What follows belongs to an exercise in optimizing a design on an open flow for small area and a short achievable clock period; a production flow would make more cautious choices.
Only simulation tests tie the RTL to the original design; equivalence was not proved.
Power figures rest on the tool's default switching activity, not on a simulated workload.

==> flow/design.v (outline; a module is shown in full before it is edited, if it fits) <==
// module Decoder_2_to_4_Unit: 39 lines
// module Arithmetic_Unit: 51 lines
// module Div_Mag: 1442 lines
// module Mul_Booth: 979 lines
// module Logic_Unit: 46 lines
// module CMP_Unit: 57 lines
// module Shift_unit: 46 lines
// module ALU_Top: 68 lines
module ALU_Top #(parameter Data_In_Width = 16)
(
    input   wire            [Data_In_Width-1 : 0]    A ,
    input   wire            [Data_In_Width-1 : 0]    B ,
    input   wire                          [3 : 0]    ALU_FUN,
    input   wire                                     CLK,
    input   wire                                     RST,
    output  wire      [(2*Data_In_Width)-1 : 0]      Arith_OUT,
    output  wire                                     Arith_Flag,
    output  wire            [Data_In_Width-1 : 0]    Logic_OUT,
    output  wire                                     Logic_Flag,
    output  wire                          [1 : 0]    CMP_OUT,
    output  wire                                     CMP_Flag,
    output  wire            [Data_In_Width-1 : 0]    Shift_OUT,
    output  wire                                     Shift_Flag
);
  // ...
==> flow/flow/run.sh <==
#!/bin/bash
# The standard layout, except that the port buffers are buf_1 cells (ORFS
# otherwise picks clkdlybuf4s50_1 delay cells; every port is still buffered),
# and repair_timing aims for 47 ns of setup slack (an optimisation target
# only: the clock and constraints are unchanged).
set -euo pipefail
bash standard.sh synth > synth.log 2>&1
bash standard.sh "BUFFER_PORTS_ARGS=-buffer_cell sky130_fd_sc_hd__buf_1" SETUP_SLACK_MARGIN=47 finish > layout.log 2>&1
==> flow/standard.sh <==
#!/bin/bash
# synth_recipe.tcl (not shown) runs the flow's synth.tcl, then flattens the netlist and writes it again
# the make line also repeats each setting of config.mk as NAME=value (left out here)
make -C /OpenROAD-flow-scripts/flow DESIGN_CONFIG=/design/flow/config.mk WORK_HOME=/design/flow/orfs CLKGATE_MAP_FILE= SYNTH_SCRIPT=/design/flow/synth_recipe.tcl "${@:-finish}"
==> flow/config.mk <==
export PLATFORM = sky130hd
export DESIGN_NAME = ALU_Top
export DESIGN_NICKNAME = ALU_Top
export VERILOG_FILES = /design/flow/design.v
export SDC_FILE = /design/flow/constraint.sdc
export NUM_CORES = 4
export LEC_CHECK = 0
export ABC_AREA = 1
export CAP_MARGIN = 20
export CORE_MARGIN = 2
export CORE_UTILIZATION = 40
export CTS_BUF_LIST = sky130_fd_sc_hd__clkbuf_8
export CTS_CLUSTER_SIZE = 25
export GPL_TIMING_DRIVEN = 1
export SLEW_MARGIN = 20
==> flow/constraint.sdc <==
create_clock -name core_clock -period 85.0 [get_ports {CLK}]
set_input_delay 17.0000 -clock core_clock [delete_from_list [all_inputs] [get_ports {CLK}]]
set_output_delay 17.0000 -clock core_clock [all_outputs]
set_load 0.01 [all_outputs]
==> summary.txt, run 1 <==
Power and ir drop:
- The total leakage power is 9.92 nW.
- Power attributed to sequential cells is 0.0384 mW.
- The maximum vdd drop is 0.0714 mV.
- Of the total power, combinational logic draws 86.5%.
- In this run the power density over the cells is 26.4 mW/mm^2.
- Internal power comes to roughly 0.22 mW.

Clock tree:
- The clock net in this run drives a total of 70 sinks.
- The deepest level of the CTS H-tree is 3.
- After clock tree synthesis, the repair step resized 0 gates.
- The CTS tree is yes.

Routing:
- The final wirelength is 68400 um.
- For this run, design rule violations remaining after detail routing come to 0.
- The post-detailed-route via-to-cell ratio is 5.64.
- The final antenna-violating net count is 0.
- The total routed wire length on the met1 layer is about 29000 um.

Run status:
- The run finished with no timing, DRC or antenna violations.

Min path:
- The kind of path behind the tightest hold check is in -> async.

Final layout:
- The area overhead of the layout relative to synthesis is 5.52%.
- The fraction of standard cell area in multi-input logic is roughly three quarters.
- The number of nets in the layout is between 3000 and 4000.
- The total of fill cells in the finished design is 4842.
- In the final layout, the registers with the most flip-flops are ins_Arithmetic_Unit.arith_out (32), ins_Logic_unit.logic_out (16), ins_Shift_Unit.shift_out (16).

Placement:
- The placed instances occupy a cell area of slightly below 0.02 mm^2.
- The worst setup slack after placement is roughly 49000 ps.
- The global placer's final weighted congestion is between 0.9 and 1.
- The half-perimeter wire length of the detailed placement result is about 50000 um.

Floorplanning:
- The tapcell count is 607.
- The core region is 0.0464 mm^2.
- The number of core rows is 79.

Yosys:
- Yosys attributes the largest share of cell area to fa_1 13%, nand2_1 12%, xor2_1 11%.
- The area fraction in and, or, nand and nor cells after synthesis is roughly 29%.
- The synthesized netlist devotes about 20% of its cell area to adder and majority cells.
- The sequential element share of the synthesized area is 9.37%.
- Sorting the synthesized cells by how often they occur yields 604 x nand2_1, 318 x inv_1, 245 x xor2_1, 196 x nand3_1, 145 x o21ai_0.
- The Yosys step of the flow raised 5 warnings.

STA:
- The max-slew violation total from the final report is 0.
- The relative slew slack is between 20% and 30%.
- The post-layout minimum cycle time is 35670 ps.
- The highest clock rate is 28.0 MHz.

Setup path:
- At the worst endpoint, the arrival time is 35910 ps.
- In this design, the critical path's most frequently occurring cell is nand2_1.

GRT:
- The first global-routing pass estimated around 100000 um of wire.
- The sum of overflow across all layers after global routing is 0.

Flow run:
- The reported max-cap violation count is 0.
==> run 2, diff against run 1 <==
--- a/flow/config.mk
+++ b/flow/config.mk
@@ -13,3 +13,2 @@
 export CTS_CLUSTER_SIZE = 25
-export GPL_TIMING_DRIVEN = 1
 export SLEW_MARGIN = 20
==> run 2 against run 1 <==
Effect of this change:
- routed wire length unchanged
- critical path depth unchanged
- clock power about the same
- global-route usage unchanged
- sequential power about the same
- total power unchanged
- via count unchanged
- sequential share of layout area unchanged
- worst hold slack unchanged
- critical path type unchanged
- largest power group unchanged
==> summary.txt, run 2 <==
Run status:
- Outcome: finished clean (unchanged).

GRT:
- The number of antenna violations at the first check in global routing is 2 (unchanged).
- The number of global-route vias before repair was 18417 (unchanged).
- The global-route wire length before repair came to 105000 um (unchanged).
- The maximum number of pins on one net before global-route repair is 71 (unchanged).
- The total routing usage reported by global routing is 28.1% (unchanged).
- The sum of overflow across all layers after global routing came to 0 (unchanged).

Final layout:
- The utilization of the core after routing is 42.5% (unchanged).
- The top register by number of flip-flops is ins_Arithmetic_Unit.arith_out (unchanged).
- The register area was 0.00175 mm^2 (unchanged).
- The share of post-route cells with drive strength above 1 was 10.9% (unchanged).
- The number of flip-flops in the largest register was 32 (unchanged).
- The combined area of the multi-input logic cells is 0.0148 mm^2 (unchanged).
- Leading cell types in the layout, fill and taps excluded: 604 x nand2_1, 318 x inv_1, 242 x xor2_1, 196 x nand3_1, 145 x o21ai_0 (unchanged).
- The number of nets in the layout came to 3034 (unchanged).
- The area overhead of the layout relative to synthesis is 5.52% (unchanged).
- The total of fill cells in the finished design is 4842 (unchanged).
- The most common cell after layout, fill and taps aside is nand2_1 (unchanged).
- Biggest regs: ins_Arithmetic_Unit.arith_out (32), ins_Logic_unit.logic_out (16), ins_Shift_Unit.shift_out (16) (unchanged).

Clock tree:
- The clock root buffer was clkbuf_8 (unchanged).
- The maximum clock path buffer count is 2 (unchanged).
- The number of buffers created by CTS is 9 (unchanged).
- The buffers inserted during post-CTS setup optimization was 0 (unchanged).
- The clock-pin slew on the worst setup and hold paths is 90 ps (about the same).
- The quantity of gates resized following cts is 0 (unchanged).
- The CTS tree is yes (unchanged).
- The sink count of the clock tree is 70 (unchanged).
- The deepest level of the CTS H-tree is 3 (unchanged).
- The total of hold buffers inserted after clock tree synthesis was 0 (unchanged).

Power and ir drop:
- The total power of the final layout is 0.522 mW (unchanged).
- The switching portion of total power came to 57.5% (unchanged).
- The logic gate share of total power was 86.5% (about the same).
- The part of the total power dissipated in the clock network is 6.2% (about the same).
- The cell internal power dissipation is 0.222 mW (unchanged).
- The net switching power figure came to 0.300 mW (unchanged).
- The power per cell area is 26.4 mW/mm^2 (unchanged).
- The proportion of power drawn by flip-flops and latches was 7.4% (about the same).
- The maximum vdd drop is 0.0714 mV (unchanged).
- The total leakage power is 9.92 nW (unchanged).

Yosys:
- The net count of the mapped netlist was 3000 (unchanged).
- The mean post-synth cell area is 6.83 um^2 (unchanged).
- The cell taking the most area after synthesis is fa_1 (unchanged).
- The cell count after synthesis is 2735 (unchanged).
- The flop and latch count out of synthesis is 70 (unchanged).
- The share of the synthesized area in the top cell type is 12.5% (unchanged).
- The count of synthesis-stage warnings from yosys is 5 (unchanged).
- The distinct cell type count of the synthesized netlist is 72 (unchanged).
- The synthesized area is 0.0187 mm^2 (unchanged).
- The count of flip-flops with a built-in enable after synthesis was 0 (unchanged).
- The predominant post-synthesis flop cell is dfrtp_1 (unchanged).
- The cell with the most instances after synthesis is nand2_1 (unchanged).
- The proportion of register bits with asynchronous set or reset after synthesis was 100% (unchanged).
- The sequential element share of the synthesized area is 9.37% (unchanged).
- Synth top cells by count: 604 x nand2_1, 318 x inv_1, 245 x xor2_1, 196 x nand3_1, 145 x o21ai_0 (unchanged).
- Area contributors post-synth: fa_1 13%, nand2_1 12%, xor2_1 11% (unchanged).

STA:
- The relative slew slack was 26.4% (unchanged).
- The post-layout minimum cycle time is 35670 ps (unchanged).
- Setup repair after global routing missed its margin: no (unchanged).
- The highest clock rate is 28.0 MHz (unchanged).
- The post-route worst hold slack is 16570 ps (unchanged).
- The final-report setup violation count is 0 (unchanged).
- The max-slew violation total from the final report came to 0 (unchanged).
- The transition time at the pin with the least slew margin came to 1100 ps (unchanged).
- The final cycle utilization of the critical path was 42.0% (unchanged).
- The final hold violation count is 0 (unchanged).
- The post-route setup TNS was 0 ps (unchanged).

Routing:
- The final wirelength is 68400 um (unchanged).
- The final antenna-violating net count is 0 (unchanged).
- The total vias in the final route is 19073 (unchanged).
- The post-detailed-route via-to-cell ratio is 5.64 (unchanged).
- The total DRC errors in the routed layout is 0 (unchanged).
- The number of detailed-route iterations in the first pass is 5 (unchanged).
- The number of design-rule violations left by the first detailed-router iteration is 1648 (unchanged).
- The average routed wire per standard cell is 20.2 um (unchanged).

Setup path:
- The cell family with the largest share of critical-path delay is simple AND/OR/NAND/NOR gates (unchanged).
- The critical-path maximum fanout was 16 (unchanged).
- The data required time at the worst endpoint was 85250 ps (about the same).
- The critical path start-end classification is in -> reg (unchanged).
- The critical path buffer and inverter count is 13 (unchanged).
- The data arrival at the endpoint of the critical path came to 35910 ps (about the same).
- The most frequent cell on the critical path is nand2_1 (unchanged).
- The critical path capture point type is a flip-flop (unchanged).
- The cell with the biggest individual delay on the critical path is buf_1 (unchanged).
- The stage delay of the slowest cell on the critical path is 550 ps (about the same).
- The kind of launch point of the worst setup path is an input pin (unchanged).

Floorplanning:
- The number of core rows is 79 (unchanged).
- The boundary pin count was 108 (unchanged).
- The vertical extent of the die was 220 um (unchanged).
- The core footprint was 0.0464 mm^2 (unchanged).
- The starting density of the core is 40.3% (unchanged).
- The area of the die was 0.0485 mm^2 (unchanged).
- The horizontal extent of the die is 220 um (unchanged).

Flow run:
- The reported max-cap violation count is 0 (unchanged).

Placement:
- The quantity of I/O buffers inserted on ports came to 107 (unchanged).
- The global placer's final weighted congestion was 0.952 (unchanged).
- The half-perimeter wire length of the detailed placement result is 51000 um (unchanged).

Min path:
- The kind of path behind the tightest hold check is in -> async (unchanged).
-- run 2: kinds of logic (layout without fill, tap and decap cells) --
family                     after synthesis  count (layout)  share of synthesized area, %
other                                    0               1                             0
buffers and inverters                  505             544                          12.0
and+or+nand+nor                       1151            1151                          29.4
adders and majority gates              227             227                          19.9
AOI/OAI and AO/OA                      495             495                          15.3
DFF                                     70              70                          9.37
xor gates and xnor gates               285             285                          14.0
muxes                                    2               2                         0.114
-- run 2: how the worst max path moves through the flow --
stage	startpoint	to	slack, ps	cells past startpoint
2_1_floorplan	B[5]	ins_Arithmetic_Unit.arith_out[21]	52300	178
3_3_place_gp	B[8]	ins_Arithmetic_Unit.arith_out[19]	49160	163
3_5_place_dp	B[14]	ins_Arithmetic_Unit.arith_out[20]	48630	169
4_1_cts	B[14]	ins_Arithmetic_Unit.arith_out[20]	49020	169
5_1_grt	A[13]	ins_Arithmetic_Unit.arith_out[20]	47010	167
6_report	A[13]	ins_Arithmetic_Unit.arith_out[20]	49330	168
-- run 2: final cells by class --
cell class / count / area share [%]
clock inverter: 7 / 0.495
timing repair buffer: 148 / 3.74
tap: 607 / 3.85
timing repair inverter: 1 / 0.0254
inverter: 379 / 7.54
antenna: 1 / 0.0127
sequential: 70 / 8.88
clock buffer: 9 / 0.628
multi-input combinational: 2160 / 74.8
-- run 2: power by group through the flow --
stage,registers [mW],logic [mW],clock network (mW)
final,0.0384,0.451,0.0322
after global routing,0.0388,0.501,0.0340
after CTS,0.0385,0.446,0.0331
after detailed placement,0.0392,0.444,0
after global placement,0.0390,0.442,0
after floorplan,0.0411,0.274,0
-- run 2: stage by stage --
stage	setup slack, ps	area (um^2)	instances
3_5_place_dp	48630	19400	3363
5_1_grt	47010	19700	3381
3_3_place_gp	49160	19400	3363
4_1_cts	49020	19700	3379
2_1_floorplan	52300	18700	2735
6_report	49330	19700	3382
-- run 2: per-layer routing --
metal  share of wire, %  GRT usage, %  vias to the layer above
li1                   -             -                     8948
met3                7.4          3.31                      189
met4                5.0          13.6                        0
met2                 45          45.5                      844
met5                  0             0                        -
met1                 42          37.1                     9092
==> run 3, diff against run 2 <==
--- a/flow/config.mk
+++ b/flow/config.mk
@@ -8,3 +8,3 @@
 export ABC_AREA = 1
-export CAP_MARGIN = 20
+export CAP_MARGIN = 5
 export CORE_MARGIN = 2
@@ -13,2 +13,2 @@
 export CTS_CLUSTER_SIZE = 25
-export SLEW_MARGIN = 20
+export SLEW_MARGIN = 5
==> run 3 against run 2 <==
Effect of this change:
- still clean
- worst hold slack better by 210 ps
- sequential share of layout area about the same
- design area hardly changed
- count of clock-buffer cells in the layout unchanged
- worst setup slack improved by 130 ps
- area after synthesis unchanged
- largest cell class unchanged
- largest power group unchanged
==> summary.txt, run 3 <==
Final layout:
- The combined area of the multi-input logic cells is 0.0148 mm^2 (about the same).
- The number of non-filler instances in the completed layout is 3382 (unchanged).
- The register area is 0.00175 mm^2 (unchanged).
- The number of flip-flops in the largest register is 32 (unchanged).
- The number of nets in the layout is 3034 (unchanged).
- Biggest regs: ins_Arithmetic_Unit.arith_out (32), ins_Logic_unit.logic_out (16), ins_Shift_Unit.shift_out (16) (unchanged).
- The top register by number of flip-flops is ins_Arithmetic_Unit.arith_out (unchanged).
- The most common cell after layout, fill and taps aside is nand2_1 (unchanged).
- The area overhead of the layout relative to synthesis was 5.47% (was 5.52%).
- The share of post-route cells with drive strength above 1 is 10.9% (about the same).
- The total of fill cells in the finished design is 4844 (was 4842).
- Leading cell types in the layout, fill and taps excluded: 604 x nand2_1, 318 x inv_1, 242 x xor2_1, 196 x nand3_1, 145 x o21ai_0 (unchanged).
- The utilization of the core after routing was 42.5% (about the same).

Yosys:
- The flop and latch count out of synthesis is 70 (unchanged).
- The count of synthesis-stage warnings from yosys is 5 (unchanged).
- The predominant post-synthesis flop cell was dfrtp_1 (unchanged).
- The cell count after synthesis is 2735 (unchanged).
- Area contributors post-synth: fa_1 13%, nand2_1 12%, xor2_1 11% (unchanged).
- The cell with the most instances after synthesis was nand2_1 (unchanged).
- The cell taking the most area after synthesis is fa_1 (unchanged).
- The distinct cell type count of the synthesized netlist is 72 (unchanged).
- The net count of the mapped netlist is 3000 (unchanged).
- The proportion of register bits with asynchronous set or reset after synthesis is 100% (unchanged).
- The synthesized area is 0.0187 mm^2 (unchanged).
- The count of flip-flops with a built-in enable after synthesis was 0 (unchanged).
- The mean post-synth cell area is 6.83 um^2 (unchanged).
- The share of the synthesized area in the top cell type is 12.5% (unchanged).
- The sequential element share of the synthesized area was 9.37% (unchanged).
- Synth top cells by count: 604 x nand2_1, 318 x inv_1, 245 x xor2_1, 196 x nand3_1, 145 x o21ai_0 (unchanged).

Power and ir drop:
- The part of the total power dissipated in the clock network is 6.2% (about the same).
- The switching portion of total power is 57.5% (about the same).
- The cell internal power dissipation is 0.222 mW (about the same).
- The total leakage power was 9.91 nW (was 9.92 nW).
- The logic gate share of total power came to 86.5% (about the same).
- The net switching power figure is 0.301 mW (was 0.300 mW).
- The power per cell area is 26.5 mW/mm^2 (was 26.4 mW/mm^2).
- The maximum vdd drop is 0.0710 mV (was 0.0714 mV).
- The proportion of power drawn by flip-flops and latches came to 7.3% (was 7.4%).

Routing:
- The met2 wirelength from detailed routing was 31000 um (about the same).
- The total routed wire length on the met1 layer came to 28800 um (was 28900 um).
- The number of detailed-route iterations in the first pass came to 5 (unchanged).
- The post-detailed-route via-to-cell ratio is 5.61 (was 5.64).
- The total vias in the final route is 18987 (was 19073).
- The routed length on met3 is 5060 um (was 5040 um).
- The top metal layer carrying routed signals is met4 (unchanged).
- The total DRC errors in the routed layout is 0 (unchanged).
- The final antenna-violating net count is 0 (unchanged).
- The average routed wire per standard cell came to 20.1 um (was 20.2 um).
- The final wirelength is 68100 um (was 68400 um).
- The number of design-rule violations left by the first detailed-router iteration was 1624 (was 1648).

Clock tree:
- The number of buffers created by CTS is 9 (unchanged).
- The CTS tree is yes (unchanged).
- The clock-pin slew on the worst setup and hold paths is 90 ps (about the same).
- The maximum clock path buffer count is 2 (unchanged).
- The total of hold buffers inserted after clock tree synthesis is 0 (unchanged).
- The sink count of the clock tree is 70 (unchanged).
- The deepest level of the CTS H-tree is 3 (unchanged).
- The clock root buffer is clkbuf_8 (unchanged).

Floorplanning:
- The starting density of the core is 40.3% (unchanged).
- The number of core rows came to 79 (unchanged).
- The vertical extent of the die is 220 um (unchanged).
- The horizontal extent of the die is 220 um (unchanged).
- The area of the die came to 0.0485 mm^2 (unchanged).
- The boundary pin count came to 108 (unchanged).
- The core footprint is 0.0464 mm^2 (unchanged).

Setup path:
- The critical path capture point type is a flip-flop (unchanged).
- The data arrival at the endpoint of the critical path is 35750 ps (was 35910 ps).
- The data required time at the worst endpoint is 85220 ps (was 85250 ps).
- The kind of launch point of the worst setup path is an input pin (unchanged).
- The cell with the biggest individual delay on the critical path is buf_1 (unchanged).
- The critical-path maximum fanout is 20 (was 16).
- The cell family with the largest share of critical-path delay is simple AND/OR/NAND/NOR gates (unchanged).
- The critical path start-end classification is in -> reg (unchanged).
- The stage delay of the slowest cell on the critical path is 470 ps (was 550 ps).
- The critical path buffer and inverter count was 12 (was 13).
- The first element of the critical path was A[2] (was A[13]).
- The most frequent cell on the critical path is nand2_1 (unchanged).

STA:
- The final hold violation count was 0 (unchanged).
- The transition time at the pin with the least slew margin is 1190 ps (was 1100 ps).
- The final cycle utilization of the critical path is 41.8% (was 42.0%).
- The post-route setup TNS is 0 ps (unchanged).
- The max-slew violation total from the final report was 0 (unchanged).
- The post-layout minimum cycle time is 35530 ps (was 35670 ps).
- The setup slack of the critical path after layout is 49470 ps (was 49330 ps).
- The post-route worst hold slack was 16790 ps (was 16570 ps).
- The highest clock rate is 28.1 MHz (was 28.0 MHz).
- The final-report setup violation count is 0 (unchanged).
- The relative slew slack came to 20.4% (was 26.4%).
- Setup repair after global routing missed its margin: no (unchanged).

Placement:
- The half-perimeter wire length of the detailed placement result is 51000 um (unchanged).
- The number of cells after detailed placement came to 3363 (unchanged).
- The quantity of I/O buffers inserted on ports was 107 (unchanged).
- The worst setup slack after placement is 48630 ps (unchanged).
- The global placer's final weighted congestion is 0.952 (unchanged).

GRT:
- The total routing usage reported by global routing is 28.1% (unchanged).
- The sum of overflow across all layers after global routing is 0 (unchanged).
- The maximum number of pins on one net before global-route repair is 71 (unchanged).
- The global-route wire length before repair is 105000 um (unchanged).
- The number of antenna violations at the first check in global routing is 2 (unchanged).
- The number of global-route vias before repair was 18417 (unchanged).

Run status:
- Outcome: finished clean (unchanged).

Flow run:
- The reported max-cap violation count is 0 (unchanged).

Min path:
- The kind of path behind the tightest hold check was in -> async (unchanged).
==> run 3: final cells by class <==
cell class	count	share of cell area (%)
diodes	1	0.0127
clock buffers	9	0.628
clock inverters	7	0.495
inverters	379	7.55
multi-input cells	2160	74.9
flip-flops and latches	70	8.89
well taps	607	3.85
repair buffers	148	3.68
repair inverters	1	0.0254
==> run 3: worst paths after layout <==
path,endpoint,cells after the start,slack [ps]
max in group asynchronous,ins_Arithmetic_Unit.arith_out[4],1,67560
worst max-delay path,ins_Arithmetic_Unit.arith_out[20],168,49470
worst min-delay path,ins_Arithmetic_Unit.arith_out[20],1,16790
min in group core_clock,ins_Shift_Unit.shift_out[0],3,16920
==> run 3: logic make-up (layout without fill, tap and decap cells) <==
family | after synthesis | count (layout) | synth area share, %
AO/OA/AOI/OAI | 495 | 495 | 15.3
XOR/XNOR | 285 | 285 | 14.0
adder cells (fa/ha/maj) | 227 | 227 | 19.9
buffers and inverters | 505 | 544 | 12.0
flip-flops | 70 | 70 | 9.37
multiplexers | 2 | 2 | 0.114
other | 0 | 1 | 0
AND/OR/NAND/NOR | 1151 | 1151 | 29.4
==> run 3: power by group through the flow <==
stage / Clock, mW / Sequential (mW) / Combinational (mW)
3_5_place_dp: 0 / 0.0392 / 0.444
3_3_place_gp: 0 / 0.0390 / 0.442
6_report: 0.0322 / 0.0384 / 0.452
5_1_grt: 0.0340 / 0.0388 / 0.501
2_1_floorplan: 0 / 0.0411 / 0.274
4_1_cts: 0.0331 / 0.0385 / 0.446
==> run 3: per-layer routing <==
metal	vias up	GRT usage [%]
li1	8946	-
met1	9007	37.1
met2	851	45.5
met3	183	3.31
met4	0	13.6
met5	-	0
==> run 3: timing repair <==
item	in CTS	in global routing
resized for setup	0	22
endpoints found under the setup margin	0	19
buffers inserted	0	1
==> run 3: metrics by stage <==
| step | total power, mW | cell area (um^2) |
|---|---|---|
| 2_1_floorplan | 0.315 | 18700 |
| 3_3_place_gp | 0.481 | 19400 |
| 3_5_place_dp | 0.483 | 19400 |
| 4_1_cts | 0.518 | 19700 |
| 5_1_grt | 0.574 | 19700 |
| 6_report | 0.523 | 19700 |
==> run 4, diff against run 3 <==
==> flow/flow/run.sh (replaced) <==
#!/bin/bash
# The standard layout, except that the port buffers are buf_1 cells (ORFS
# otherwise picks clkdlybuf4s50_1 delay cells; every port is still buffered),
# and repair_timing aims for 49 ns of setup slack (an optimisation target
# only: the clock and constraints are unchanged).
set -euo pipefail
bash standard.sh synth > synth.log 2>&1
bash standard.sh "BUFFER_PORTS_ARGS=-buffer_cell sky130_fd_sc_hd__buf_1" SETUP_SLACK_MARGIN=49 finish > layout.log 2>&1
--- a/flow/config.mk
+++ b/flow/config.mk
@@ -8,3 +8,3 @@
 export ABC_AREA = 1
-export CAP_MARGIN = 5
+export CAP_MARGIN = 20
 export CORE_MARGIN = 2
@@ -13,2 +13,2 @@
 export CTS_CLUSTER_SIZE = 25
-export SLEW_MARGIN = 5
+export SLEW_MARGIN = 20
==> run 4 against run 3 <==
Effect of this change:
- design area up 7.3%
- critical path depth fell by 1
- via count up 2.9%
- maximum frequency increased by 3.4%
- critical endpoint is now ins_Arithmetic_Unit.arith_out[17]
- sequential power is essentially flat
- cell count increased by 2.6%
==> summary.txt, run 4 <==
Floorplanning:
- The starting density of the core is 40.3% (unchanged).
- The boundary pin count is 108 (unchanged).
- The core footprint is 0.0464 mm^2 (unchanged).
- The vertical extent of the die is 220 um (unchanged).
- The number of core rows is 79 (unchanged).
- The horizontal extent of the die is 220 um (unchanged).
- The area of the die is 0.0485 mm^2 (unchanged).

Final layout:
- The area overhead of the layout relative to synthesis is 13.1% (was 5.47%).
- Biggest regs: ins_Arithmetic_Unit.arith_out (32), ins_Logic_unit.logic_out (16), ins_Shift_Unit.shift_out (16) (unchanged).
- Leading cell types in the layout, fill and taps excluded: 581 x nand2_1, 312 x inv_1, 239 x xor2_1, 185 x nand3_1, 144 x o21ai_0 (was 604 x nand2_1, 318 x inv_1, 242 x xor2_1, 196 x nand3_1, 145 x o21ai_0).
- The number of nets in the layout is 3122 (was 3034).
- The share of post-route cells with drive strength above 1 came to 16.7% (was 10.9%).
- The number of flip-flops in the largest register is 32 (unchanged).
- The utilization of the core after routing came to 45.6% (was 42.5%).
- The most common cell after layout, fill and taps aside was nand2_1 (unchanged).
- The total of fill cells in the finished design is 4753 (was 4844).
- The top register by number of flip-flops is ins_Arithmetic_Unit.arith_out (unchanged).

Routing:
- The total vias in the final route came to 19530 (was 18987).
- The number of design-rule violations left by the first detailed-router iteration came to 1677 (was 1624).
- The met2 wirelength from detailed routing is 32000 um (was 31000 um).
- The total DRC errors in the routed layout came to 0 (unchanged).
- The average routed wire per standard cell is 20.3 um (was 20.1 um).
- The number of detailed-route iterations in the first pass is 6 (was 5).
- The routed length on met3 is 5470 um (was 5060 um).
- The final antenna-violating net count was 0 (unchanged).
- The total routed wire length on the met1 layer was 29400 um (was 28800 um).
- The final wirelength was 70300 um (was 68100 um).
- The top metal layer carrying routed signals was met4 (unchanged).
- The post-detailed-route via-to-cell ratio was 5.63 (was 5.61).

Yosys:
- Area contributors post-synth: fa_1 13%, nand2_1 12%, xor2_1 11% (unchanged).
- The cell with the most instances after synthesis was nand2_1 (unchanged).
- The distinct cell type count of the synthesized netlist is 72 (unchanged).
- The area fraction in and, or, nand and nor cells after synthesis is 29.4% (unchanged).
- Synth top cells by count: 604 x nand2_1, 318 x inv_1, 245 x xor2_1, 196 x nand3_1, 145 x o21ai_0 (unchanged).
- The combinational family with the most area after synthesis is simple AND/OR/NAND/NOR gates (unchanged).
- The xor and xnor area share after synthesis is 14.0% (unchanged).
- The sequential element share of the synthesized area is 9.37% (unchanged).
- The predominant post-synthesis flop cell is dfrtp_1 (unchanged).
- The share of the synthesized area in the top cell type is 12.5% (unchanged).
- The cell count after synthesis is 2735 (unchanged).
- The adder and majority cell fraction of the synthesized area was 19.9% (unchanged).
- The synthesized area is 0.0187 mm^2 (unchanged).
- The mux contribution to synthesized area came to 0.114% (unchanged).
- The flop and latch count out of synthesis is 70 (unchanged).
- The net count of the mapped netlist is 3000 (unchanged).
- The proportion of register bits with asynchronous set or reset after synthesis is 100% (unchanged).
- The cell taking the most area after synthesis is fa_1 (unchanged).
- The mean post-synth cell area came to 6.83 um^2 (unchanged).
- The synthesized-area fraction occupied by ao, oa, aoi and oai cells is 15.3% (unchanged).
- The count of flip-flops with a built-in enable after synthesis is 0 (unchanged).
- The count of synthesis-stage warnings from yosys was 5 (unchanged).

Placement:
- The global placer's final weighted congestion was 0.952 (unchanged).
- The quantity of I/O buffers inserted on ports is 107 (unchanged).
- The half-perimeter wire length of the detailed placement result is 51000 um (unchanged).
- The worst setup slack after placement is 48630 ps (unchanged).

Setup path:
- The most frequent cell on the critical path is nand2_1 (unchanged).
- The data required time at the worst endpoint is 85250 ps (was 85220 ps).
- The critical path start-end classification is in -> reg (unchanged).
- The data arrival at the endpoint of the critical path is 34610 ps (was 35750 ps).
- The critical-path maximum fanout was 27 (was 20).
- The critical path capture point type is a flip-flop (unchanged).
- The stage delay of the slowest cell on the critical path is 320 ps (was 470 ps).
- The kind of launch point of the worst setup path is an input pin (unchanged).
- The cell with the biggest individual delay on the critical path is xnor2_1 (was buf_1).

STA:
- The post-route setup TNS is 0 ps (unchanged).
- The transition time at the pin with the least slew margin was 1120 ps (was 1190 ps).
- The setup slack of the critical path after layout is 50630 ps (was 49470 ps).
- The max-slew violation total from the final report was 0 (unchanged).
- Setup repair after global routing missed its margin: no (unchanged).
- The final hold violation count is 0 (unchanged).
- The post-route worst hold slack was 16570 ps (was 16790 ps).
- The post-layout minimum cycle time came to 34370 ps (was 35530 ps).
- The highest clock rate came to 29.1 MHz (was 28.1 MHz).
- The final-report setup violation count is 0 (unchanged).
- The relative slew slack is 24.8% (was 20.4%).
- The final cycle utilization of the critical path is 40.4% (was 41.8%).

Clock tree:
- The maximum clock path buffer count came to 2 (unchanged).
- The clock-pin slew on the worst setup and hold paths was 90 ps (about the same).
- The sink count of the clock tree is 70 (unchanged).
- The deepest level of the CTS H-tree is 3 (unchanged).
- The number of buffers created by CTS is 9 (unchanged).
- The CTS tree was yes (unchanged).
- The total of hold buffers inserted after clock tree synthesis was 0 (unchanged).
- The clock root buffer is clkbuf_8 (unchanged).

Power and ir drop:
- The cell internal power dissipation is 0.233 mW (was 0.222 mW).
- The maximum vdd drop was 0.0719 mV (was 0.0710 mV).
- The proportion of power drawn by flip-flops and latches was 7.1% (was 7.3%).
- The part of the total power dissipated in the clock network is 6.0% (was 6.2%).
- The total leakage power was 10.5 nW (was 9.91 nW).
- The switching portion of total power is 56.9% (was 57.5%).
- The net switching power figure was 0.307 mW (was 0.301 mW).
- The total power of the final layout was 0.540 mW (was 0.523 mW).
- The power per cell area is 25.5 mW/mm^2 (was 26.5 mW/mm^2).
- The logic gate share of total power was 86.9% (was 86.5%).

Flow run:
- The reported max-cap violation count is 0 (unchanged).

GRT:
- The number of global-route vias before repair is 18417 (unchanged).
- The global-route wire length before repair is 105000 um (unchanged).
- The total routing usage reported by global routing is 28.1% (unchanged).
- The maximum number of pins on one net before global-route repair is 71 (unchanged).
- The number of antenna violations at the first check in global routing is 2 (unchanged).
- The sum of overflow across all layers after global routing was 0 (unchanged).

Min path:
- The kind of path behind the tightest hold check is in -> async (unchanged).

Run status:
- Outcome: finished clean (unchanged).
-- run 4: through the flow --
| step | cell area, um^2 | cells |
|---|---|---|
| 2_1_floorplan | 18700 | 2735 |
| 3_3_place_gp | 19400 | 3363 |
| 3_5_place_dp | 19400 | 3363 |
| 4_1_cts | 19700 | 3379 |
| 5_1_grt | 21100 | 3469 |
| 6_report | 21100 | 3470 |
-- run 4: worst max path at each step --
stage                     start                           endpoint  slack, ps  cells after the start
after floorplan            B[5]  ins_Arithmetic_Unit.arith_out[21]      52300                    178
after global placement     B[8]  ins_Arithmetic_Unit.arith_out[19]      49160                    163
after detailed placement  B[14]  ins_Arithmetic_Unit.arith_out[20]      48630                    169
after CTS                 B[14]  ins_Arithmetic_Unit.arith_out[20]      49020                    169
after global routing      B[15]  ins_Arithmetic_Unit.arith_out[28]      48830                    175
final                     B[15]  ins_Arithmetic_Unit.arith_out[17]      50630                    167
-- run 4: final cells by class --
type	instances	area, um^2	share of cell area (%)
timing repair buffer	232	1560	7.35
tap	607	759	3.59
sequential	70	1750	8.28
multi-input combinational	2163	15200	71.9
inverter	379	1640	7.76
timing repair inverter	2	13.8	0.0651
antenna	1	2.50	0.0118
clock inverter	7	97.6	0.462
clock buffer	9	124	0.586
-- run 4: worst max-delay path: cells and delay by family --
family	cells	cell delay, ps
buffers and inverters	19	1990
adder cells (fa/ha/maj)	2	370
AO/OA/AOI/OAI	15	2160
AND/OR/NAND/NOR	127	12000
XOR/XNOR	4	990
-- run 4: repair_timing --
action	in CTS	in global routing
endpoints found under the setup margin	0	32
resized for setup	0	237
buffers inserted	0	81
-- run 4: routing by layer --
layer  global-route usage, %  up-vias
li1                        -     9129
met1                    37.1     9318
met2                    45.5      892
met3                    3.31      191
met4                    13.6        0
met5                       0        -
-- run 4: cells by family (layout without fill, tap and decap cells) --
logic type / count (synthesis) / count (layout)
AND/OR/NAND/NOR: 1151 / 1153
buffers and inverters: 505 / 629
AO/OA/AOI/OAI: 495 / 496
XOR/XNOR: 285 / 285
adder cells (fa/ha/maj): 227 / 227
flip-flops: 70 / 70
multiplexers: 2 / 2
other: 0 / 1
-- run 4: power groups by stage --
stage,logic (mW),clock network [mW],registers [mW]
final,0.469,0.0322,0.0384
after global routing,0.519,0.0340,0.0388
after CTS,0.446,0.0331,0.0385
after detailed placement,0.444,0,0.0392
after global placement,0.442,0,0.0390
after floorplan,0.274,0,0.0411
==> module CMP_Unit, before the edit <==
module CMP_Unit #(parameter Data_In_Width = 16)
(
    input   wire    signed  [Data_In_Width-1 : 0]    A_in ,      
    input   wire    signed  [Data_In_Width-1 : 0]    B_in ,      
    input   wire                          [3 : 0]    alu_fun,    
    input   wire                                     CLK_in,
    input   wire                                     RST_in,
    input   wire                                     cmp_En,
    output  reg             [1 : 0]                  cmp_out,
    output  reg                                      cmp_flag
);
wire    [1 : 0]   alu_fun_LSBs = alu_fun[1:0];      
reg     [1 : 0]   cmp_out_comb;
reg     cmp_flag_comb;
always @ (posedge CLK_in or negedge RST_in)
    begin
        if (!RST_in)
            begin
                cmp_out  <= 'sb0;
                cmp_flag <= 1'b0;
            end
        else
            begin
                cmp_out  <= cmp_out_comb;
                cmp_flag <= cmp_flag_comb;
            end
    end
always @ (*)
    begin
        if (cmp_En)
            begin
                case (alu_fun_LSBs)
                2'b00 : begin
                            cmp_flag_comb = 1'b0;
                            cmp_out_comb = 'sb0;
                        end
                2'b01 : begin
                            cmp_flag_comb = 1'b1;
                            cmp_out_comb = (A_in == B_in) ? 'sd1 : 'sd0;
                        end
                2'b10 : begin
                            cmp_flag_comb = 1'b1;
                            cmp_out_comb = (A_in > B_in) ?  'sd2 : 'sd0;
                        end
                2'b11 : begin   
                            cmp_flag_comb = 1'b1;
                            cmp_out_comb = (A_in < B_in) ?  'sd3 : 'sd0;
                        end
                endcase
            end
        else
            begin
                cmp_flag_comb = 1'b0;
                cmp_out_comb = 'sb0;
            end
    end
endmodule
==> run 5, diff against run 4 <==
--- a/flow/design.v
+++ b/flow/design.v
@@ -2569,2 +2569,5 @@
 wire    [1 : 0]   alu_fun_LSBs = alu_fun[1:0];      
+wire              a_eq_b = (A_in == B_in);
+wire              a_lt_b = (A_in < B_in);
+wire              a_gt_b = ~a_lt_b & ~a_eq_b;
 reg     [1 : 0]   cmp_out_comb;
@@ -2595,3 +2598,3 @@
                             cmp_flag_comb = 1'b1;
-                            cmp_out_comb = (A_in == B_in) ? 'sd1 : 'sd0;
+                            cmp_out_comb = a_eq_b ? 'sd1 : 'sd0;
                         end
@@ -2599,3 +2602,3 @@
                             cmp_flag_comb = 1'b1;
-                            cmp_out_comb = (A_in > B_in) ?  'sd2 : 'sd0;
+                            cmp_out_comb = a_gt_b ? 'sd2 : 'sd0;
                         end
@@ -2603,3 +2606,3 @@
                             cmp_flag_comb = 1'b1;
-                            cmp_out_comb = (A_in < B_in) ?  'sd3 : 'sd0;
+                            cmp_out_comb = a_lt_b ? 'sd3 : 'sd0;
                         end
==> flow/flow/run.sh (replaced) <==
#!/bin/bash
# The standard layout, except that the port buffers are buf_1 cells (ORFS
# otherwise picks clkdlybuf4s50_1 delay cells; every port is still buffered),
# and repair_timing aims for 47 ns of setup slack (an optimisation target
# only: the clock and constraints are unchanged).
set -euo pipefail
bash standard.sh synth > synth.log 2>&1
bash standard.sh "BUFFER_PORTS_ARGS=-buffer_cell sky130_fd_sc_hd__buf_1" SETUP_SLACK_MARGIN=47 finish > layout.log 2>&1
==> run 5 against run 4 <==
Effect of this change:
- still clean
- critical path depth increased by 2
- maximum frequency down 3.5%
- routed wire length fell by 6.7%
- die area decreased by 2.2%
- largest power group unchanged
- highest routed layer unchanged
- design area decreased by 8.0%
- cell count decreased by 2.4%
- sequential power rose by 1%
- count of clock-buffer cells in the layout stayed put
- critical path type unchanged
- total power fell by 8.4%
==> summary.txt, run 5 <==
STA:
- Setup repair after global routing missed its margin: no (unchanged).
- The post-route setup TNS is 0 ps (unchanged).
- The final hold violation count was 0 (unchanged).
- The relative slew slack is 19.8% (was 24.8%).
- The highest clock rate is 28.1 MHz (was 29.1 MHz).
- The final cycle utilization of the critical path is 41.9% (was 40.4%).
- The post-layout minimum cycle time is 35590 ps (was 34370 ps).
- The transition time at the pin with the least slew margin was 1190 ps (was 1120 ps).
- The final-report setup violation count is 0 (unchanged).
- The max-slew violation total from the final report is 0 (unchanged).

Placement:
- The global placer's final weighted congestion is 0.920 (was 0.952).
- The half-perimeter wire length of the detailed placement result came to 49600 um (was 51000 um).
- The quantity of I/O buffers inserted on ports is 107 (unchanged).
- The instance area after placement came to 0.0191 mm^2 (was 0.0194 mm^2).

Yosys:
- The synthesized area was 0.0183 mm^2 (was 0.0187 mm^2).
- The adder and majority cell fraction of the synthesized area is 20.3% (was 19.9%).
- The predominant post-synthesis flop cell was dfrtp_1 (unchanged).
- The distinct cell type count of the synthesized netlist was 65 (was 72).
- The count of flip-flops with a built-in enable after synthesis was 0 (unchanged).
- The flop and latch count out of synthesis is 70 (unchanged).
- The area fraction in and, or, nand and nor cells after synthesis was 29.2% (was 29.4%).
- The mean post-synth cell area is 6.66 um^2 (was 6.83 um^2).
- The sequential element share of the synthesized area is 9.58% (was 9.37%).
- The count of synthesis-stage warnings from yosys is 5 (unchanged).
- The mux contribution to synthesized area is 0.116% (was 0.114%).
- The net count of the mapped netlist is 3011 (was 3000).
- Synth top cells by count: 641 x nand2_1, 306 x inv_1, 249 x xor2_1, 223 x nand3_1, 142 x o21ai_0 (was 604 x nand2_1, 318 x inv_1, 245 x xor2_1, 196 x nand3_1, 145 x o21ai_0).
- The proportion of register bits with asynchronous set or reset after synthesis is 100% (unchanged).
- The cell with the most instances after synthesis was nand2_1 (unchanged).
- Area contributors post-synth: nand2_1 13%, fa_1 13%, xor2_1 12% (was fa_1 13%, nand2_1 12%, xor2_1 11%).
- The cell count after synthesis is 2746 (was 2735).
- The xor and xnor area share after synthesis was 14.0% (about the same).
- The cell taking the most area after synthesis is nand2_1 (was fa_1).
- The combinational family with the most area after synthesis is simple AND/OR/NAND/NOR gates (unchanged).
- The share of the synthesized area in the top cell type is 13.2% (was 12.5%).
- The synthesized-area fraction occupied by ao, oa, aoi and oai cells is 15.2% (was 15.3%).

Floorplanning:
- The area of the die was 0.0474 mm^2 (was 0.0485 mm^2).
- The horizontal extent of the die is 218 um (was 220 um).
- The boundary pin count is 108 (unchanged).
- The number of core rows was 78 (was 79).
- The vertical extent of the die came to 218 um (was 220 um).
- The starting density of the core is 40.4% (was 40.3%).
- The core footprint is 0.0453 mm^2 (was 0.0464 mm^2).

Setup path:
- The kind of launch point of the worst setup path is an input pin (unchanged).
- The critical-path maximum fanout came to 21 (was 27).
- The last element of the critical path is ins_Arithmetic_Unit.arith_out[18] (was ins_Arithmetic_Unit.arith_out[17]).
- The data required time at the worst endpoint came to 85260 ps (was 85250 ps).
- The first element of the critical path was A[1] (was B[15]).
- The critical path capture point type is a flip-flop (unchanged).
- The stage delay of the slowest cell on the critical path is 430 ps (was 320 ps).
- The critical path start-end classification is in -> reg (unchanged).
- The cell with the biggest individual delay on the critical path is xnor2_1 (unchanged).
- The data arrival at the endpoint of the critical path was 35850 ps (was 34610 ps).
- The most frequent cell on the critical path is nand2_1 (unchanged).

GRT:
- The number of global-route vias before repair was 18381 (was 18417).
- The sum of overflow across all layers after global routing is 0 (unchanged).
- The maximum number of pins on one net before global-route repair is 59 (was 71).
- The total routing usage reported by global routing is 27.6% (was 28.1%).
- The global-route wire length before repair came to 103000 um (was 105000 um).
- The number of antenna violations at the first check in global routing is 0 (was 2).

Power and ir drop:
- The total leakage power is 9.83 nW (was 10.5 nW).
- The total power of the final layout is 0.495 mW (was 0.540 mW).
- The maximum vdd drop was 0.108 mV (was 0.0719 mV).
- The power per cell area is 25.4 mW/mm^2 (was 25.5 mW/mm^2).

Clock tree:
- The CTS tree is yes (unchanged).
- The deepest level of the CTS H-tree is 3 (unchanged).
- The clock root buffer was clkbuf_8 (unchanged).
- The clock-pin slew on the worst setup and hold paths is 120 ps (was 90 ps).
- The maximum clock path buffer count is 2 (unchanged).
- The number of buffers created by CTS was 9 (unchanged).
- The sink count of the clock tree was 70 (unchanged).

Routing:
- The final antenna-violating net count is 0 (unchanged).
- The total DRC errors in the routed layout is 0 (unchanged).
- The number of design-rule violations left by the first detailed-router iteration is 1905 (was 1677).
- The post-detailed-route via-to-cell ratio is 5.58 (was 5.63).
- The total vias in the final route is 18889 (was 19530).
- The final wirelength came to 65600 um (was 70300 um).
- The average routed wire per standard cell was 19.4 um (was 20.3 um).
- The number of detailed-route iterations in the first pass was 6 (unchanged).

Flow run:
- The reported max-cap violation count was 0 (unchanged).

Final layout:
- The number of inserted diodes is 0 (was 1).
- The number of flip-flops in the largest register is 32 (unchanged).
- The most common cell after layout, fill and taps aside is nand2_1 (unchanged).
- The share of post-route cells with drive strength above 1 is 9.69% (was 16.7%).
- The final design instance area without fill was 0.0194 mm^2 (was 0.0211 mm^2).
- Leading cell types in the layout, fill and taps excluded: 641 x nand2_1, 305 x inv_1, 244 x xor2_1, 223 x nand3_1, 142 x o21ai_0 (was 581 x nand2_1, 312 x inv_1, 239 x xor2_1, 185 x nand3_1, 144 x o21ai_0).
- The top register by number of flip-flops is ins_Arithmetic_Unit.arith_out (unchanged).
- Biggest regs: ins_Arithmetic_Unit.arith_out (32), ins_Logic_unit.logic_out (16), ins_Shift_Unit.shift_out (16) (unchanged).
- The area overhead of the layout relative to synthesis was 6.41% (was 13.1%).
- The number of nets in the layout is 3047 (was 3122).
- The total of fill cells in the finished design is 4794 (was 4753).

Run status:
- Outcome: finished clean (unchanged).

Min path:
- The kind of path behind the tightest hold check is in -> async (unchanged).
run 5: logic make-up (layout without fill, tap and decap cells):
kind of cell               after synthesis  count (layout)
AOI/OAI and AO/OA                      484             484
xor gates and xnor gates               287             287
adders and majority gates              227             227
buffers and inverters                  506             547
DFF                                     70              70
muxes                                    2               2
and+or+nand+nor                       1170            1170
run 5: worst max-delay path, delay by kind of cell:
kind	cells	cell delay (ps)
buffers and inverters	15	2050
and+or+nand+nor	137	13660
adders and majority gates	2	460
xor gates and xnor gates	2	560
AOI/OAI and AO/OA	13	2020
run 5: how the worst min path moves through the flow:
stage	startpoint	to	slack, ps	cells after the start
5_1_grt	RST	ins_Arithmetic_Unit.arith_out[24]	16510	1
3_5_place_dp	RST	ins_Arithmetic_Unit.arith_out[24]	16940	1
6_report	RST	ins_Arithmetic_Unit.arith_out[2]	16500	1
2_1_floorplan	RST	ins_Arithmetic_Unit.arith_flag	16700	0
3_3_place_gp	RST	ins_Arithmetic_Unit.arith_out[24]	16930	1
4_1_cts	RST	ins_Arithmetic_Unit.arith_out[24]	16510	1
run 5: metrics by stage:
| stage | hold slack [ps] | utilization, % | std cells | worst slack (ps) |
|---|---|---|---|---|
| after CTS | 16510 | 42.7 | 3383 | 48920 |
| final | 16500 | 43.0 | 3387 | 49410 |
| after detailed placement | 16940 | 42.3 | 3367 | 48580 |
| after global routing | 16510 | 43.0 | 3387 | 47000 |
| after floorplan | 16700 | - | 2746 | 51990 |
| after global placement | 16930 | 42.3 | 3367 | 48930 |
run 5: power breakdown:
part,internal [mW],switching (mW),total (mW)
clock,0.0113,0.0168,0.0280
sequential,0.0372,0.00176,0.0389
combinational,0.162,0.266,0.428
total,0.210,0.285,0.495
run 5: layout make-up:
type / count / area, um^2 / area share [%]
multi-input combinational: 2170 / 14500 / 74.6
sequential: 70 / 1750 / 9.01
inverter: 373 / 1450 / 7.47
timing repair buffer: 157 / 798 / 4.10
tap: 600 / 751 / 3.86
clock buffer: 9 / 124 / 0.637
clock inverter: 7 / 63.8 / 0.328
timing repair inverter: 1 / 8.76 / 0.0450
run 5: layer usage:
metal	global-route usage (%)	vias to the layer above	part of all wire (%)
met1	35.1	8955	41
li1	-	8980	-
met4	11.2	0	4.1
met5	0	-	0
met3	3.17	172	6.8
met2	47.5	782	48
run 5: repair_timing:
| action | CTS | global route |
|---|---|---|
| setup buffers | 0 | 3 |
| hold buffers | 0 | 0 |
| setup endpoints to repair | 0 | 20 |
| gates resized for setup | 0 | 34 |
==> run 6, diff against run 5 <==
--- a/flow/config.mk
+++ b/flow/config.mk
@@ -11,4 +11,2 @@
 export CORE_UTILIZATION = 40
-export CTS_BUF_LIST = sky130_fd_sc_hd__clkbuf_8
-export CTS_CLUSTER_SIZE = 25
 export SLEW_MARGIN = 20
==> run 6 against run 5 <==
Effect of this change:
- sequential share of layout area fell by 0.086 points
- clock power rose by 38%
- non-clock buffer count increased by 7
- area after synthesis stayed put
- routed wire length rose by 0.62%
==> summary.txt, run 6 <==
Run status:
- Outcome: finished clean (unchanged).

Setup path:
- The critical path buffer and inverter count is 16 (was 15).
- The cell family with the largest share of critical-path delay was simple AND/OR/NAND/NOR gates (unchanged).
- The critical-path maximum fanout is 21 (unchanged).
- The kind of launch point of the worst setup path is an input pin (unchanged).
- The stage delay of the slowest cell on the critical path is 360 ps (was 430 ps).
- The cell with the biggest individual delay on the critical path is xnor2_1 (unchanged).
- The data arrival at the endpoint of the critical path is 35860 ps (was 35850 ps).
- The critical path capture point type is a flip-flop (unchanged).
- The critical path start-end classification is in -> reg (unchanged).
- The data required time at the worst endpoint is 85220 ps (was 85260 ps).
- The most frequent cell on the critical path is nand2_1 (unchanged).

Power and ir drop:
- The maximum vdd drop came to 0.108 mV (about the same).
- The total leakage power is 9.93 nW (was 9.83 nW).
- The power per cell area came to 25.8 mW/mm^2 (was 25.4 mW/mm^2).

Yosys:
- The net count of the mapped netlist is 3011 (unchanged).
- The flop and latch count out of synthesis is 70 (unchanged).
- The combinational family with the most area after synthesis is simple AND/OR/NAND/NOR gates (unchanged).
- The cell taking the most area after synthesis was nand2_1 (unchanged).
- The share of the synthesized area in the top cell type is 13.2% (unchanged).
- The count of synthesis-stage warnings from yosys came to 5 (unchanged).
- The count of flip-flops with a built-in enable after synthesis is 0 (unchanged).
- The sequential element share of the synthesized area is 9.58% (unchanged).
- Area contributors post-synth: nand2_1 13%, fa_1 13%, xor2_1 12% (unchanged).
- The mux contribution to synthesized area is 0.116% (unchanged).
- The synthesized area was 0.0183 mm^2 (unchanged).
- The predominant post-synthesis flop cell was dfrtp_1 (unchanged).
- The adder and majority cell fraction of the synthesized area is 20.3% (unchanged).
- The xor and xnor area share after synthesis was 14.0% (unchanged).
- The area fraction in and, or, nand and nor cells after synthesis is 29.2% (unchanged).
- The distinct cell type count of the synthesized netlist was 65 (unchanged).
- The mean post-synth cell area is 6.66 um^2 (unchanged).
- The proportion of register bits with asynchronous set or reset after synthesis is 100% (unchanged).
- Synth top cells by count: 641 x nand2_1, 306 x inv_1, 249 x xor2_1, 223 x nand3_1, 142 x o21ai_0 (unchanged).
- The cell with the most instances after synthesis is nand2_1 (unchanged).
- The synthesized-area fraction occupied by ao, oa, aoi and oai cells came to 15.2% (unchanged).
- The cell count after synthesis came to 2746 (unchanged).

Clock tree:
- The number of buffers created by CTS is 9 (unchanged).
- The deepest level of the CTS H-tree is 3 (unchanged).
- The sink count of the clock tree was 70 (unchanged).
- The clock root buffer was clkbuf_16 (was clkbuf_8).
- The total of hold buffers inserted after clock tree synthesis is 0 (unchanged).
- The maximum clock path buffer count is 2 (unchanged).
- The CTS tree is yes (unchanged).
- The clock-pin slew on the worst setup and hold paths is 80 ps (was 120 ps).

Floorplanning:
- The area of the die came to 0.0474 mm^2 (unchanged).
- The number of core rows is 78 (unchanged).
- The vertical extent of the die came to 218 um (unchanged).
- The starting density of the core is 40.4% (unchanged).
- The horizontal extent of the die was 218 um (unchanged).
- The boundary pin count was 108 (unchanged).
- The core footprint was 0.0453 mm^2 (unchanged).

STA:
- The post-layout minimum cycle time is 35630 ps (was 35590 ps).
- Setup repair after global routing missed its margin: no (unchanged).
- The post-route setup TNS is 0 ps (unchanged).
- The final cycle utilization of the critical path was 41.9% (about the same).
- The transition time at the pin with the least slew margin is 1180 ps (was 1190 ps).
- The relative slew slack is 20.5% (was 19.8%).
- The final hold violation count is 0 (unchanged).
- The max-slew violation total from the final report is 0 (unchanged).
- The highest clock rate is 28.1 MHz (about the same).
- The final-report setup violation count was 0 (unchanged).

Final layout:
- The area overhead of the layout relative to synthesis is 7.44% (was 6.41%).
- The share of post-route cells with drive strength above 1 is 10.1% (was 9.69%).
- The number of flip-flops in the largest register is 32 (unchanged).
- Leading cell types in the layout, fill and taps excluded: 641 x nand2_1, 305 x inv_1, 243 x xor2_1, 223 x nand3_1, 142 x o21ai_0 (was 641 x nand2_1, 305 x inv_1, 244 x xor2_1, 223 x nand3_1, 142 x o21ai_0).
- The utilization of the core after routing is 43.4% (was 43.0%).
- The number of inserted diodes is 0 (unchanged).
- The most common cell after layout, fill and taps aside was nand2_1 (unchanged).
- The total of fill cells in the finished design came to 4774 (was 4794).
- The number of nets in the layout is 3054 (was 3047).
- The top register by number of flip-flops is ins_Arithmetic_Unit.arith_out (unchanged).
- Biggest regs: ins_Arithmetic_Unit.arith_out (32), ins_Logic_unit.logic_out (16), ins_Shift_Unit.shift_out (16) (unchanged).

Placement:
- The global placer's final weighted congestion is 0.920 (unchanged).
- The half-perimeter wire length of the detailed placement result came to 49600 um (unchanged).
- The quantity of I/O buffers inserted on ports is 107 (unchanged).

Routing:
- The total vias in the final route is 19006 (was 18889).
- The total DRC errors in the routed layout is 0 (unchanged).
- The number of design-rule violations left by the first detailed-router iteration is 1831 (was 1905).
- The average routed wire per standard cell was 19.4 um (about the same).
- The final wirelength is 66000 um (was 65600 um).
- The post-detailed-route via-to-cell ratio was 5.60 (was 5.58).
- The final antenna-violating net count is 0 (unchanged).
- The number of detailed-route iterations in the first pass was 6 (unchanged).

GRT:
- The number of antenna violations at the first check in global routing is 0 (unchanged).
- The maximum number of pins on one net before global-route repair is 59 (unchanged).
- The total routing usage reported by global routing came to 27.7% (was 27.6%).
- The number of global-route vias before repair is 18462 (was 18381).
- The global-route wire length before repair is 103000 um (about the same).
- The sum of overflow across all layers after global routing is 0 (unchanged).

Min path:
- The kind of path behind the tightest hold check is in -> async (unchanged).

Flow run:
- The reported max-cap violation count is 0 (unchanged).
[run 6: cell count changes in the layout (fill, tap and decap cells not counted), sizes merged]
cell | before | now
buf | 147 | 152
clkbuf | 19 | 21
clkinv | 20 | 22
inv | 359 | 357
[run 6: worst max path at each step]
stage,to,depth (start not counted),slack [ps],from
after floorplan,ins_Arithmetic_Unit.arith_out[21],174,51990,B[9]
after global placement,ins_Arithmetic_Unit.arith_out[18],167,48930,A[1]
after detailed placement,ins_Arithmetic_Unit.arith_out[17],177,48580,A[0]
after CTS,ins_Arithmetic_Unit.arith_out[17],169,48870,A[1]
after global routing,ins_Arithmetic_Unit.arith_out[28],176,47010,A[1]
final,ins_Arithmetic_Unit.arith_out[18],167,49370,A[1]
[run 6: cell type report]
| type | instances | area [um^2] | share of cell area (%) |
|---|---|---|---|
| clock buffer | 9 | 225 | 1.15 |
| timing repair inverter | 1 | 8.76 | 0.0446 |
| clock inverter | 7 | 63.8 | 0.325 |
| inverter | 373 | 1470 | 7.47 |
| sequential | 70 | 1750 | 8.92 |
| tap | 600 | 751 | 3.82 |
| timing repair buffer | 164 | 853 | 4.35 |
| multi-input combinational | 2170 | 14500 | 73.9 |
[run 6: metrics by stage]
step / total power [mW] / hold slack [ps] / area, um^2 / std cells / setup slack (ps)
detailed placement: 0.471 / 16940 / 19100 / 3367 / 48580
global route: 0.558 / 16550 / 19600 / 3394 / 47010
global placement: 0.467 / 16930 / 19100 / 3367 / 48930
CTS: 0.512 / 16560 / 19400 / 3383 / 48870
finish: 0.507 / 16550 / 19600 / 3394 / 49370
floorplan: 0.307 / 16700 / 18300 / 2746 / 51990
[run 6: cell families after synthesis]
| logic type | after synthesis |
|---|---|
| AOI/OAI and AO/OA | 484 |
| xor gates and xnor gates | 287 |
| buffers and inverters | 506 |
| adders and majority gates | 227 |
| muxes | 2 |
| and+or+nand+nor | 1170 |
| DFF | 70 |
[run 6: repair_timing]
action                     in CTS  in global routing
resized for setup               0                 45
hold endpoints to repair        0                  0
setup endpoints to repair       0                 21
buffers inserted                0                 10
[run 6: layer usage]
| layer | GRT usage, % | wire length, um | vias up |
|---|---|---|---|
| met5 | 0 | 0 | - |
| met4 | 11.5 | 2990 | 0 |
| met3 | 3.31 | 4620 | 208 |
| met2 | 47.7 | 31300 | 803 |
| met1 | 35.0 | 27100 | 9003 |
| li1 | - | - | 8992 |
[run 6: power by group]
part,internal (mW),switching [mW],total (mW),leakage (nW)
combinational,0.162,0.267,0.429,8.85
clock,0.0205,0.0182,0.0387,0.136
sequential,0.0372,0.00173,0.0389,0.941
total,0.220,0.287,0.507,9.93

[separate check: timing with driven ports]
How much do the figures lean on ideal ports? The routed layouts below were timed once more, with nothing changed but the port constraints. Step 1, drivers: a clkbuf_16 drives CLK and a buf_2 each remaining input, both assumed. Step 2, shift: input delay + t, output delay - t, t = (earliest + latest rising clock arrival at the registers) / 2. This alone moves slack from input paths to output paths. Slacks: ideal / step 1 / step 2; pairs: ideal / step 1.
run | t, ns | setup WS [ns] | worst data-port slew with drivers (ns) | cell pins on the clock port's net
run 1 | 0.434 | 49.333 / 49.356 / 48.921 | 0.06 | 1
run 2 | 0.434 | 49.333 / 49.356 / 48.921 | 0.06 | 1
run 3 | 0.434 | 49.468 / 49.473 / 49.039 | 0.06 | 1
run 4 | 0.437 | 50.634 / 50.662 / 50.225 | 0.07 | 1
run 5 | 0.424 | 49.405 / 49.427 / 49.002 | 0.08 | 1
run 6 | 0.399 | 49.367 / 49.396 / 48.997 | 0.07 | 1
After both steps every run listed still meets setup and hold. For run 3, which loses most, drivers alone change the setup slack by +0.005 ns; drivers and shift together by -0.429 ns.
